From an optimization exercise on the open Yosys and OpenROAD flow, aimed at small area and a short achievable clock period; shortcuts taken in it are not production practice.
Only simulation tests tie the RTL to the original design; equivalence was not proved.

<file path="run.sh">
#!/bin/bash
# synth_recipe.tcl (not shown) runs the flow's synth.tcl, then flattens the netlist and writes it again
# the make line also repeats each setting of config.mk as NAME=value (left out here)
make -C /OpenROAD-flow-scripts/flow DESIGN_CONFIG=/design/flow/config.mk WORK_HOME=/design/flow/orfs CLKGATE_MAP_FILE= SYNTH_SCRIPT=/design/flow/synth_recipe.tcl finish
</file>
<file path="config.mk">
export PLATFORM = sky130hd
export DESIGN_NAME = PE_array
export DESIGN_NICKNAME = PE_array
export VERILOG_FILES = /design/flow/design.v
export SDC_FILE = /design/flow/constraint.sdc
export NUM_CORES = 4
export LEC_CHECK = 0
export CAP_MARGIN = 20
export CORE_MARGIN = 2
export CORE_UTILIZATION = 40
export SLEW_MARGIN = 20
</file>
<file path="constraint.sdc">
create_clock -name core_clock -period 10.0 [get_ports {clk}]
set_input_delay 2.0000 -clock core_clock [delete_from_list [all_inputs] [get_ports {clk}]]
set_output_delay 2.0000 -clock core_clock [all_outputs]
set_load 0.01 [all_outputs]
</file>
<file path="design.v">
module PE_array (
    input clk,
    input rst,
    input i_en,
    input [15:0] ifmap,
    input [127:0] weight,
    input [255:0] bias,
    output [255:0] ofmap,
    output valid
);
    localparam ROWS = 8;
    reg  [3:0] neg_r [0:1];
    reg  [3:0] one_r [0:1];
    reg  [3:0] two_r [0:1];
    reg  [15:0] k_r;               
    wire [3:0] neg_c [0:1];
    wire [3:0] one_c [0:1];
    wire [3:0] two_c [0:1];
    genvar l, j;
    generate
        for (l = 0; l < 2; l = l + 1) begin : enc
            wire [8:0] xe = {ifmap[l*8 +: 8], 1'b0};
            for (j = 0; j < 4; j = j + 1) begin : dig
                wire b2 = xe[2*j+2], b1 = xe[2*j+1], b0 = xe[2*j];
                assign neg_c[l][j] = b2;
                assign one_c[l][j] = b1 ^ b0;
                assign two_c[l][j] = (b2 & ~b1 & ~b0) | (~b2 & b1 & b0);
            end
        end
    endgenerate
    wire [15:0] kc = {8'd0, neg_c[0][3], 1'b0, neg_c[0][2], 1'b0, neg_c[0][1], 1'b0, neg_c[0][0]}
                   + {8'd0, neg_c[1][3], 1'b0, neg_c[1][2], 1'b0, neg_c[1][1], 1'b0, neg_c[1][0]}
                   + 16'd22016;
    reg [127:0] w_r;
    reg [4:0]   v;
    always @(posedge clk) begin
        neg_r[0] <= neg_c[0]; neg_r[1] <= neg_c[1];
        one_r[0] <= one_c[0]; one_r[1] <= one_c[1];
        two_r[0] <= two_c[0]; two_r[1] <= two_c[1];
        k_r <= kc;
        w_r <= weight;
    end
    reg [31:0] ps0 [0:ROWS-1];    
    reg [31:0] ps1 [0:ROWS-1];    
    reg [31:0] ps2 [0:ROWS-1];    
    reg [31:0] ps3 [0:ROWS-1];    
    reg [31:0] y   [0:ROWS-1];    
    genvar r;
    generate
        for (r = 0; r < ROWS; r = r + 1) begin : row
            wire [8:0] u00;
            booth_pp pp00 (.w(w_r[(0*8 + r)*8 +: 8]), .neg(neg_r[0][0]), .one(one_r[0][0]), .two(two_r[0][0]), .u(u00));
            wire [8:0] u01;
            booth_pp pp01 (.w(w_r[(0*8 + r)*8 +: 8]), .neg(neg_r[0][1]), .one(one_r[0][1]), .two(two_r[0][1]), .u(u01));
            wire [8:0] u02;
            booth_pp pp02 (.w(w_r[(0*8 + r)*8 +: 8]), .neg(neg_r[0][2]), .one(one_r[0][2]), .two(two_r[0][2]), .u(u02));
            wire [8:0] u03;
            booth_pp pp03 (.w(w_r[(0*8 + r)*8 +: 8]), .neg(neg_r[0][3]), .one(one_r[0][3]), .two(two_r[0][3]), .u(u03));
            wire [8:0] u10;
            booth_pp pp10 (.w(w_r[(1*8 + r)*8 +: 8]), .neg(neg_r[1][0]), .one(one_r[1][0]), .two(two_r[1][0]), .u(u10));
            wire [8:0] u11;
            booth_pp pp11 (.w(w_r[(1*8 + r)*8 +: 8]), .neg(neg_r[1][1]), .one(one_r[1][1]), .two(two_r[1][1]), .u(u11));
            wire [8:0] u12;
            booth_pp pp12 (.w(w_r[(1*8 + r)*8 +: 8]), .neg(neg_r[1][2]), .one(one_r[1][2]), .two(two_r[1][2]), .u(u12));
            wire [8:0] u13;
            booth_pp pp13 (.w(w_r[(1*8 + r)*8 +: 8]), .neg(neg_r[1][3]), .one(one_r[1][3]), .two(two_r[1][3]), .u(u13));
            wire t_s1 = u00[4] ^ u01[2];
            wire t_c2 = u00[4] & u01[2];
            wire t_s3 = u00[5] ^ u01[3] ^ u02[1];
            wire t_c4 = (u00[5] & u01[3]) | (u00[5] & u02[1]) | (u01[3] & u02[1]);
            wire t_s5 = u00[6] ^ u01[4] ^ u02[2];
            wire t_c6 = (u00[6] & u01[4]) | (u00[6] & u02[2]) | (u01[4] & u02[2]);
            wire t_s7 = u03[0] ^ u10[6] ^ u11[4];
            wire t_c8 = (u03[0] & u10[6]) | (u03[0] & u11[4]) | (u10[6] & u11[4]);
            wire t_s9 = u00[7] ^ u01[5] ^ u02[3];
            wire t_c10 = (u00[7] & u01[5]) | (u00[7] & u02[3]) | (u01[5] & u02[3]);
            wire t_s11 = u03[1] ^ u10[7] ^ u11[5];
            wire t_c12 = (u03[1] & u10[7]) | (u03[1] & u11[5]) | (u10[7] & u11[5]);
            wire t_s13 = u12[3] ^ u13[1];
            wire t_c14 = u12[3] & u13[1];
            wire t_s15 = u00[8] ^ u01[6] ^ u02[4];
            wire t_c16 = (u00[8] & u01[6]) | (u00[8] & u02[4]) | (u01[6] & u02[4]);
            wire t_s17 = u03[2] ^ u10[8] ^ u11[6];
            wire t_c18 = (u03[2] & u10[8]) | (u03[2] & u11[6]) | (u10[8] & u11[6]);
            wire t_s19 = u12[4] ^ u13[2] ^ k_r[8];
            wire t_c20 = (u12[4] & u13[2]) | (u12[4] & k_r[8]) | (u13[2] & k_r[8]);
            wire t_s21 = u01[7] ^ u02[5] ^ u03[3];
            wire t_c22 = (u01[7] & u02[5]) | (u01[7] & u03[3]) | (u02[5] & u03[3]);
            wire t_s23 = u11[7] ^ u12[5] ^ u13[3];
            wire t_c24 = (u11[7] & u12[5]) | (u11[7] & u13[3]) | (u12[5] & u13[3]);
            wire t_s25 = u01[8] ^ u02[6] ^ u03[4];
            wire t_c26 = (u01[8] & u02[6]) | (u01[8] & u03[4]) | (u02[6] & u03[4]);
            wire t_s27 = u11[8] ^ u12[6];
            wire t_c28 = u11[8] & u12[6];
            wire t_s29 = u02[7] ^ u03[5];
            wire t_c30 = u02[7] & u03[5];
            wire t_s31 = u00[2] ^ u01[0];
            wire t_c32 = u00[2] & u01[0];
            wire t_s33 = u00[3] ^ u01[1] ^ u10[3];
            wire t_c34 = (u00[3] & u01[1]) | (u00[3] & u10[3]) | (u01[1] & u10[3]);
            wire t_s35 = u02[0] ^ u10[4] ^ u11[2];
            wire t_c36 = (u02[0] & u10[4]) | (u02[0] & u11[2]) | (u10[4] & u11[2]);
            wire t_s37 = u12[0] ^ k_r[4];
            wire t_c38 = u12[0] & k_r[4];
            wire t_s39 = u10[5] ^ u11[3] ^ u12[1];
            wire t_c40 = (u10[5] & u11[3]) | (u10[5] & u12[1]) | (u11[3] & u12[1]);
            wire t_s41 = k_r[5] ^ t_s3 ^ t_c2;
            wire t_c42 = (k_r[5] & t_s3) | (k_r[5] & t_c2) | (t_s3 & t_c2);
            wire t_s43 = u12[2] ^ u13[0] ^ k_r[6];
            wire t_c44 = (u12[2] & u13[0]) | (u12[2] & k_r[6]) | (u13[0] & k_r[6]);
            wire t_s45 = t_s5 ^ t_s7 ^ t_c4;
            wire t_c46 = (t_s5 & t_s7) | (t_s5 & t_c4) | (t_s7 & t_c4);
            wire t_s47 = k_r[7] ^ t_s9 ^ t_s11;
            wire t_c48 = (k_r[7] & t_s9) | (k_r[7] & t_s11) | (t_s9 & t_s11);
            wire t_s49 = t_s13 ^ t_c6 ^ t_c8;
            wire t_c50 = (t_s13 & t_c6) | (t_s13 & t_c8) | (t_c6 & t_c8);
            wire t_s51 = t_s15 ^ t_s17 ^ t_s19;
            wire t_c52 = (t_s15 & t_s17) | (t_s15 & t_s19) | (t_s17 & t_s19);
            wire t_s53 = t_c10 ^ t_c12 ^ t_c14;
            wire t_c54 = (t_c10 & t_c12) | (t_c10 & t_c14) | (t_c12 & t_c14);
            wire t_s55 = k_r[9] ^ t_s21 ^ t_s23;
            wire t_c56 = (k_r[9] & t_s21) | (k_r[9] & t_s23) | (t_s21 & t_s23);
            wire t_s57 = t_c16 ^ t_c18 ^ t_c20;
            wire t_c58 = (t_c16 & t_c18) | (t_c16 & t_c20) | (t_c18 & t_c20);
            wire t_s59 = u13[4] ^ k_r[10] ^ t_s25;
            wire t_c60 = (u13[4] & k_r[10]) | (u13[4] & t_s25) | (k_r[10] & t_s25);
            wire t_s61 = t_s27 ^ t_c22 ^ t_c24;
            wire t_c62 = (t_s27 & t_c22) | (t_s27 & t_c24) | (t_c22 & t_c24);
            wire t_s63 = u12[7] ^ u13[5] ^ k_r[11];
            wire t_c64 = (u12[7] & u13[5]) | (u12[7] & k_r[11]) | (u13[5] & k_r[11]);
            wire t_s65 = t_s29 ^ t_c26 ^ t_c28;
            wire t_c66 = (t_s29 & t_c26) | (t_s29 & t_c28) | (t_c26 & t_c28);
            wire t_s67 = u02[8] ^ u03[6] ^ u12[8];
            wire t_c68 = (u02[8] & u03[6]) | (u02[8] & u12[8]) | (u03[6] & u12[8]);
            wire t_s69 = u13[6] ^ k_r[12] ^ t_c30;
            wire t_c70 = (u13[6] & k_r[12]) | (u13[6] & t_c30) | (k_r[12] & t_c30);
            wire t_s71 = u03[7] ^ u13[7];
            wire t_c72 = u03[7] & u13[7];
            wire t_s73 = u10[2] ^ u11[0];
            wire t_c74 = u10[2] & u11[0];
            wire t_s75 = u11[1] ^ k_r[3] ^ t_s33;
            wire t_c76 = (u11[1] & k_r[3]) | (u11[1] & t_s33) | (k_r[3] & t_s33);
            wire t_s77 = t_s1 ^ t_s35 ^ t_s37;
            wire t_c78 = (t_s1 & t_s35) | (t_s1 & t_s37) | (t_s35 & t_s37);
            wire t_s79 = t_s39 ^ t_s41 ^ t_c36;
            wire t_c80 = (t_s39 & t_s41) | (t_s39 & t_c36) | (t_s41 & t_c36);
            wire t_s81 = t_s43 ^ t_s45 ^ t_c40;
            wire t_c82 = (t_s43 & t_s45) | (t_s43 & t_c40) | (t_s45 & t_c40);
            wire t_s83 = t_s47 ^ t_s49 ^ t_c44;
            wire t_c84 = (t_s47 & t_s49) | (t_s47 & t_c44) | (t_s49 & t_c44);
            wire t_s85 = t_s51 ^ t_s53 ^ t_c48;
            wire t_c86 = (t_s51 & t_s53) | (t_s51 & t_c48) | (t_s53 & t_c48);
            wire t_s87 = t_s55 ^ t_s57 ^ t_c52;
            wire t_c88 = (t_s55 & t_s57) | (t_s55 & t_c52) | (t_s57 & t_c52);
            wire t_s89 = t_s59 ^ t_s61 ^ t_c56;
            wire t_c90 = (t_s59 & t_s61) | (t_s59 & t_c56) | (t_s61 & t_c56);
            wire t_s91 = t_s63 ^ t_s65 ^ t_c60;
            wire t_c92 = (t_s63 & t_s65) | (t_s63 & t_c60) | (t_s65 & t_c60);
            wire t_s93 = t_s67 ^ t_s69 ^ t_c64;
            wire t_c94 = (t_s67 & t_s69) | (t_s67 & t_c64) | (t_s69 & t_c64);
            wire t_s95 = k_r[13] ^ t_s71 ^ t_c68;
            wire t_c96 = (k_r[13] & t_s71) | (k_r[13] & t_c68) | (t_s71 & t_c68);
            wire t_s97 = u03[8] ^ u13[8] ^ k_r[14];
            wire t_c98 = (u03[8] & u13[8]) | (u03[8] & k_r[14]) | (u13[8] & k_r[14]);
            wire t_s99 = u00[0] ^ u10[0];
            wire t_c100 = u00[0] & u10[0];
            wire t_s101 = u00[1] ^ u10[1] ^ k_r[1];
            wire t_c102 = (u00[1] & u10[1]) | (u00[1] & k_r[1]) | (u10[1] & k_r[1]);
            wire t_s103 = k_r[2] ^ t_s31 ^ t_s73;
            wire t_c104 = (k_r[2] & t_s31) | (k_r[2] & t_s73) | (t_s31 & t_s73);
            wire t_s105 = t_c32 ^ t_s75 ^ t_c74;
            wire t_c106 = (t_c32 & t_s75) | (t_c32 & t_c74) | (t_s75 & t_c74);
            wire t_s107 = t_c34 ^ t_s77 ^ t_c76;
            wire t_c108 = (t_c34 & t_s77) | (t_c34 & t_c76) | (t_s77 & t_c76);
            wire t_s109 = t_c38 ^ t_s79 ^ t_c78;
            wire t_c110 = (t_c38 & t_s79) | (t_c38 & t_c78) | (t_s79 & t_c78);
            wire t_s111 = t_c42 ^ t_s81 ^ t_c80;
            wire t_c112 = (t_c42 & t_s81) | (t_c42 & t_c80) | (t_s81 & t_c80);
            wire t_s113 = t_c46 ^ t_s83 ^ t_c82;
            wire t_c114 = (t_c46 & t_s83) | (t_c46 & t_c82) | (t_s83 & t_c82);
            wire t_s115 = t_c50 ^ t_s85 ^ t_c84;
            wire t_c116 = (t_c50 & t_s85) | (t_c50 & t_c84) | (t_s85 & t_c84);
            wire t_s117 = t_c54 ^ t_s87 ^ t_c86;
            wire t_c118 = (t_c54 & t_s87) | (t_c54 & t_c86) | (t_s87 & t_c86);
            wire t_s119 = t_c58 ^ t_s89 ^ t_c88;
            wire t_c120 = (t_c58 & t_s89) | (t_c58 & t_c88) | (t_s89 & t_c88);
            wire t_s121 = t_c62 ^ t_s91 ^ t_c90;
            wire t_c122 = (t_c62 & t_s91) | (t_c62 & t_c90) | (t_s91 & t_c90);
            wire t_s123 = t_c66 ^ t_s93 ^ t_c92;
            wire t_c124 = (t_c66 & t_s93) | (t_c66 & t_c92) | (t_s93 & t_c92);
            wire t_s125 = t_c70 ^ t_s95 ^ t_c94;
            wire t_c126 = (t_c70 & t_s95) | (t_c70 & t_c94) | (t_s95 & t_c94);
            wire t_s127 = t_c72 ^ t_s97 ^ t_c96;
            wire t_c128 = (t_c72 & t_s97) | (t_c72 & t_c96) | (t_s97 & t_c96);
            wire t_s129 = k_r[15] ^ t_c98;
            wire t_c130 = k_r[15] & t_c98;
            wire [16:0] ts = {t_c130, t_s129, t_s127, t_s125, t_s123, t_s121, t_s119, t_s117, t_s115, t_s113, t_s111, t_s109, t_s107, t_s105, t_s103, t_s101, k_r[0]};
            wire [16:0] tc = {1'b0, t_c128, t_c126, t_c124, t_c122, t_c120, t_c118, t_c116, t_c114, t_c112, t_c110, t_c108, t_c106, t_c104, t_c102, t_c100, t_s99};
            wire [31:0] s1, c1, s2, c2, s3, c3, s4, c4;
            csa32 a1 (.a(ps0[r]), .b(ts), .c(tc), .s(s1), .co(c1));
            csa32 a2 (.a(ps1[r]), .b(ts), .c(tc), .s(s2), .co(c2));
            csa32 a3 (.a(ps2[r]), .b(ts), .c(tc), .s(s3), .co(c3));
            csa32 a4 (.a(ps3[r]), .b(ts), .c(tc), .s(s4), .co(c4));
            always @(posedge clk) begin
                ps0[r] <= bias[r*32 +: 32] - 32'h0004_0000;
                ps1[r] <= s1 + c1;
                ps2[r] <= s2 + c2;
                ps3[r] <= s3 + c3;
                y[r]   <= s4 + c4;
            end
            assign ofmap[r*32 +: 32] = y[r];
        end
    endgenerate
    always @(posedge clk) begin
        if (rst) v <= 5'd0;
        else     v <= {v[3:0], i_en};
    end
    assign valid = v[4];
endmodule
module booth_pp (
    input [7:0] w,
    input neg,
    input one,
    input two,
    output [8:0] u
);
    wire [8:0] we = {w[7], w};
    wire [8:0] w2 = {w, 1'b0};
    wire [8:0] m = ({9{one}} & we) | ({9{two}} & w2);
    wire [8:0] e = m ^ {9{neg}};
    assign u = {~e[8], e[7:0]};
endmodule
module csa32 (
    input [31:0] a,
    input [17-1:0] b,
    input [17-1:0] c,
    output [31:0] s,
    output [31:0] co
);
    wire [31:0] be = {{(32-17){1'b0}}, b};
    wire [31:0] ce = {{(32-17){1'b0}}, c};
    wire [31:0] mj = (a & be) | (a & ce) | (be & ce);
    assign s = a ^ be ^ ce;
    assign co = {mj[30:0], 1'b0};
endmodule
</file>
==> results of run 1 <==
==> registers in the layout, indices dropped and copies added, names as in the netlist, 8 cells and up <==
register,flops
w_r,128
two_r,8
y,256
neg_r,8
one_r,8
k_r,8
ps3,256
ps2,256
ps0,256
ps1,256
==> metrics by stage <==
step,util,instance area [sq um],cells
floorplan,-,95200,9521
global placement,0.441,105000,13022
detailed placement,0.441,105000,13022
CTS,0.466,111000,13332
global route,0.466,111000,13355
finish,0.466,111000,13367
==> layer usage <==
metal | up-vias | part of all wire
li1 | 32806 | -
met1 | 33393 | 0.44
met5 | - | 0.00073
met3 | 470 | 0.056
met2 | 2018 | 0.46
met4 | 30 | 0.044
==> layout make-up <==
cell class / count / share of cell area
Antenna cell: 35 / 0.000791
Sequential cell: 1445 / 0.262
Tap cell: 3167 / 0.0358
Clock inverter: 84 / 0.0108
Multi-Input combinational cell: 6727 / 0.552
Timing Repair Buffer: 680 / 0.0614
Inverter: 1003 / 0.0340
Clock buffer: 226 / 0.0430
==> cells by family after synthesis <==
group           Yosys count  share of synthesized area
xor+xnor               1578                      0.145
simple gates           1795                     0.0918
buf+inv                1349                     0.0547
fa+ha+maj              1580                      0.278
compound gates         1772                      0.126
flops                  1445                      0.304
mux                       2                   0.000210
==> worst max-delay path, delay by kind of cell (launching register included) <==
family | cells | cell delay, ns
simple gates | 1 | 0.20
compound gates | 4 | 1.64
xor+xnor | 2 | 0.44
flops | 1 | 0.90
buf+inv | 4 | 0.85
fa+ha+maj | 6 | 2.80
==> worst max-delay path by stage <==
stage | to | depth (start not counted) | start
after floorplan | ps1[4][30] | 19 | neg_r[0][2]
after global routing | ps2[7][25] | 18 | neg_r[0][1]
after global placement | ps2[2][24] | 17 | neg_r[0][1]
final | ps2[2][26] | 17 | neg_r[0][1]
after detailed placement | ps2[7][25] | 18 | neg_r[0][1]
after CTS | ps2[7][25] | 18 | neg_r[0][1]
==> placed cells by master, fill, tap and decap left out, types with 99 or more instances in the layout <==
master           instances
xnor2_1               1050
o21ai_0                214
dfxtp_1               1415
a21o_1                 218
nor2_1                 361
and3_1                 149
clkdlybuf4s50_1        659
a21oi_1                395
a22oi_1                452
nand2_1                538
nand4_1                 99
fa_1                   896
xor2_1                 528
ha_1                   684
inv_1                 1000
clkbuf_16              173
nand3_1                204
==> flow_summary.yaml, run 1 <==
critical_path:
  cp_max_fo: 46
  crit_slowest_cell: "dfxtp_4"
  critPathKind: "reg -> reg"
  required_ns: 10.72
  cp.arrival_ns: 7.70
  cpMostUsedCell: "fa_1"
  reg2reg_depth: 17
  end_kind: "register"
  timing.rr.end: "ps2[2][26]"
  cp_cell_sequence: "buf_4 -> xor2_1 -> fa_1 -> inv_1 -> fa_1 -> fa_1 -> fa_1 -> inv_1 -> fa_1 -> inv_1 -> ha_1 -> a21oi_1 -> o21ai_0 -> a31oi_1 -> o21ai_0 -> nand3_1 -> xnor2_1"
  setup.worst_path.start_class: "register"
  max_stage_delay_ns: 0.90
  timing.rr.start: "neg_r[0][1]"
  reg2reg_slack_ns: 3.02
placed_design:
  pre_cts_slack_ns: 3.08
  hpwl_um: 215000
  portBuffers: 659
  gp_congestion: 0.910
die:
  io_pins: 660
  start_util: 0.401
  dieArea_sq_um: 242000
  rows: 179
  core_region_area_sq_um: 237000
  die_w_um: 492
  die_h_um: 492
clock_network:
  clkLatencyLatePin_ns: 0.84
  cts_tree: "yes"
  post-cts-setup-buffers: 0
  clockBufferDepth: 3
  h-tree-depth: 4
  clock_sink_count: 1445
  clk_pin_slew_ns: 0.06
  numCtsBuffers: 170
  ctsHoldBuffers: 0
  cts_resized: 0
  cts_root_buffer: "clkbuf_16"
drt:
  drt_iter0_drc: 4418
  drc: 0
  wl_per_cell_um: 20.3
  num_vias: 68717
  viasPerCell: 5.14
  postRouteAntennaNets: 0
  firstDrtPassIters: 6
  drt-total-wl_um: 271000
timing:
  fmax_mhz: 143
  setup_slack_ns: 3.02
  relSlewSlack: 0.287
  hold_viol: 0
  setup-tns-final_ns: 0
  hold_slack_ns: 0.422
  rsz0062_at_grt: "false"
  fin_worst_skew_ns: 0.0454
  slew_violations: 0
  worst_slew_pin_slew_ns: 1.04
  period_needed_ns: 6.98
  finalCritPeriodShare: 0.698
  finalSetupViolations: 0
logic_synthesis:
  yosysWarnings: 17
  synth_cell_types: 85
  ys_top_cells_by_area: "dfxtp_1 30%, fa_1 19%, xnor2_1 9.7%, ha_1 9.0%, xor2_1 4.9%"
  synth_most_common_cell: "dfxtp_1"
  synth_edf_count: 0
  yosys-top-cells-count: "1445 x dfxtp_1, 1050 x xnor2_1, 1002 x inv_1"
  synth_flop_cell: "dfxtp_1"
  ys_async_sr_fraction: 0
  syn_inst: 9521
  yosysTopAreaCell: "dfxtp_1"
  synth.top_cell.area_share: 0.304
  netlist_area_sq_um: 95200
  syn-num-nets: 11504
  ys_ff_latch: 1445
  ys_seq_area_frac: 0.304
  syn_area_per_cell_sq_um: 10.0
layout:
  fin_nets: 12010
  syn_to_final_growth_pct: 16.2
  fillers: 22179
  multi_input_area_sq_um: 61100
  seq_area_sq_um: 29000
  final_layout_size_suffix_gt1_frac: 0.0378
global_route:
  grt_most_used_layer: "met2"
  antenna_found_initial: 68
  gr-usage-met3: 0.0365
  grt_pass1_wl_um: 418000
  grt_max_degree: 66
  grt_usage: 0.223
  grt_pass1_vias: 70429
  grtUsageMet1: 0.295
  met2_usage: 0.360
  grt_overflow: 0
hold_path:
  whs_endpoint: "y[6][31]"
  hold_path.class: "reg -> reg"
  hold_start: "ps3[6][31]"
  hold_depth: 1
flow_run:
  maxCapViolCount: 0
outcome:
  status: "timing/DRC/antenna clean"
==> inputs of run 2 (changes only) <==
--- a/config.mk
+++ b/config.mk
@@ -10,2 +10,3 @@
 export CORE_UTILIZATION = 40
+export SETUP_SLACK_MARGIN = 5
 export SLEW_MARGIN = 20
==> flow_summary.yaml, run 2 <==
timing:
  worst_slew_pin_slew_ns: 0.836
  finalCritPeriodShare: 0.587
  fin_worst_skew_ns: 0.0540
  relSlewSlack: 0.443
  rsz0062_at_grt: "true"
  finalSetupViolations: 0
  setup-tns-final_ns: 0
  hold_viol: 0
  hold_slack_ns: 0.401
  fmax_mhz: 170
  period_needed_ns: 5.87
  slew_violations: 0
clock_network:
  h-tree-depth: 4
  clkLatencyLatePin_ns: 0.87
  clockBufferDepth: 3
  clock_sink_count: 1445
  numCtsBuffers: 167
  cts_tree: "yes"
  cts_root_buffer: "clkbuf_16"
  clk_pin_slew_ns: 0.06
  ctsHoldBuffers: 0
layout:
  fillers: 19612
  utilization: 0.565
  multi_input_area_sq_um: 73400
  fin_nets: 13040
  final_common_cell: "dfxtp_1"
  seq_area_sq_um: 29100
  final_cell_mix: "1395 x dfxtp_1, 886 x xnor2_1, 863 x inv_1"
  syn_to_final_growth_pct: 40.9
  final_layout_size_suffix_gt1_frac: 0.299
drt:
  firstDrtPassIters: 8
  drt-total-wl_um: 324000
  wl_per_cell_um: 22.5
  drt_iter0_drc: 5131
  num_vias: 75961
  viasPerCell: 5.28
  postRouteAntennaNets: 0
  drc: 0
critical_path:
  cp_cell_sequence: "buf_12 -> clkbuf_16 -> a22oi_2 -> xor2_2 -> fa_1 -> fa_1 -> fa_1 -> inv_2 -> fa_2 -> fa_1 -> ha_4 -> or3_4 -> o21bai_4 -> and2_4 -> a221o_1 -> a221o_1 -> a211oi_2 -> nor2_1"
  critPathKind: "reg -> reg"
  critPathBufInv: 3
  end_kind: "register"
  setup.worst_path.start_class: "register"
  timing.rr.end: "ps2[1][16]"
  timing.rr.start: "one_r[1][1]"
  cp_max_fo: 6
  reg2reg_slack_ns: 4.13
  path_delay_family: "adder cells"
  crit_slowest_cell: "fa_2"
  max_stage_delay_ns: 0.64
  required_ns: 10.73
  cpMostUsedCell: "fa_1"
  cp.arrival_ns: 6.60
  reg2reg_depth: 18
hold_path:
  hold_start: "ps0[0][31]"
  whs_endpoint: "ps1[0][31]"
  hold_depth: 1
  hold_path.class: "reg -> reg"
global_route:
  grt_usage: 0.257
  grt_pass1_vias: 78172
  grt_pass1_wl_um: 476000
  grt_max_degree: 38
  grt_overflow: 0
  antenna_found_initial: 52
die:
  die_w_um: 492
  io_pins: 660
  core_region_area_sq_um: 237000
  dieArea_sq_um: 242000
  die_h_um: 492
  rows: 179
  start_util: 0.401
logic_synthesis:
  ys_ff_latch: 1445
  synth_cell_types: 85
  syn_inst: 9521
  syn-num-nets: 11504
  yosys-top-cells-count: "1445 x dfxtp_1, 1050 x xnor2_1, 1002 x inv_1"
  synth-compound-area-share: 0.126
  ys_async_sr_fraction: 0
  netlist_area_sq_um: 95200
  ys_seq_area_frac: 0.304
  synth.top_cell.area_share: 0.304
  synth_edf_count: 0
  syn_area_per_cell_sq_um: 10.0
  synthSimpleGateAreaFrac: 0.0918
  synthXorXnorAreaFrac: 0.145
  synth_most_common_cell: "dfxtp_1"
  synth.area.mux_share: 0.000210
  synth-adder-area-share: 0.278
  synth_flop_cell: "dfxtp_1"
  yosysTopAreaCell: "dfxtp_1"
  ys_top_cells_by_area: "dfxtp_1 30%, fa_1 19%, xnor2_1 9.7%, ha_1 9.0%, xor2_1 4.9%"
  synth_top_family_by_area: "adder cells"
  yosysWarnings: 17
outcome:
  status: "timing/DRC/antenna clean"
placed_design:
  portBuffers: 659
  gp_congestion: 0.888
  hpwl_um: 215000
flow_run:
  maxCapViolCount: 0
[run 2: cell types whose count changed in the layout (fill, tap and decap cells not counted), moves of 167 or more]
cell and delta:
a22oi_1 -171, ha_4 +235, buf_6 +364, a21oi_1 -205, a22oi_2 +171, fa_2 +167, buf_4 +520, fa_1 -167
ha_1 -248
[run 2: worst register-to-register path, delay by kind of cell, from the launching register on]
| kind | cells | cell delay (ns) |
|---|---|---|
| buf+inv | 3 | 0.40 |
| simple gates | 3 | 0.62 |
| fa+ha+maj | 6 | 2.89 |
| flops | 1 | 0.48 |
| xor+xnor | 1 | 0.19 |
| compound gates | 5 | 1.17 |
[run 2: area by class of cell]
type	instances	area share
antenna	28	0.000522
clock buffer	223	0.0344
clock inverter	82	0.00867
inverter	1003	0.0283
multi-input combinational	6727	0.547
sequential	1445	0.216
tap	3167	0.0295
timing repair buffer	1713	0.135
[run 2: worst max path at each step]
stage | from | to | slack (ns) | cells past startpoint
after floorplan | two_r[0][2] | ps1[4][30] | 4.52 | 20
after global placement | neg_r[0][3] | y[7][28] | 3.31 | 17
after detailed placement | neg_r[0][3] | y[7][28] | 3.21 | 17
after CTS | one_r[0][1] | ps1[4][30] | 4.23 | 20
after global routing | one_r[0][1] | y[1][16] | 4.02 | 23
final | one_r[1][1] | ps2[1][16] | 4.13 | 18
[run 2: kinds of logic after synthesis]
logic type	count (synthesis)
xor gates and xnor gates	1578
buffers and inverters	1349
muxes	2
AOI/OAI and AO/OA	1772
DFF	1445
and+or+nand+nor	1795
adders and majority gates	1580
[run 2: repair_timing]
item	CTS	global route
endpoints found under the setup margin	859	789
gates cloned	25	3
pin swaps	1003	947
gates resized for setup	1568	942
setup buffers	649	359
[run 2: metal layers]
layer  routed length (um)  up-vias  GRT usage
met2               152000     2749      0.416
li1                     -    34884          -
met4                17200       18      0.124
met3                21600      733     0.0467
met1               134000    37577      0.331
met5                  106        -          0
[run 2: through the flow]
stage          std cells  worst slack (ns)  instance area (sq um)
4_1_cts            13998              4.23                 127000
5_1_grt            14382              4.02                 134000
2_1_floorplan       9521              4.52                  98500
6_report           14388              4.13                 134000
3_3_place_gp       13019              3.31                 107000
3_5_place_dp       13019              3.21                 107000

[static timing again, ports no longer ideal]
No port has a modelled driver above. Below, the same layouts with a new extraction and two added sets of constraints.
Step 1 (the two cells are an assumption about what drives the block):
set clk [get_ports {clk}]
set_driving_cell -lib_cell sky130_fd_sc_hd__clkbuf_16 $clk
set_driving_cell -lib_cell sky130_fd_sc_hd__buf_2 [delete_from_list [all_inputs] $clk]
Step 2 times the ports against the registers' clock, not the clock port: input delays grow and output delays shrink by t, the midpoint of the rising clock arrivals with the driver on.
Three values: ideal, step 1, step 2; two values: the first two.
run | shift t [ns] | setup WS [ns] | slew at the worst register clock pin (ns) | worst slew at a driven data input, ns | cell pins on the clock port's net
run 1 | 0.915 | 3.020 / 3.020 / 3.020 | 0.06 / 0.06 | 0.21 | 1
run 2 | 0.930 | 4.131 / 4.131 / 4.131 | 0.07 / 0.07 | 0.21 | 1
After both steps every run listed still meets setup and hold.
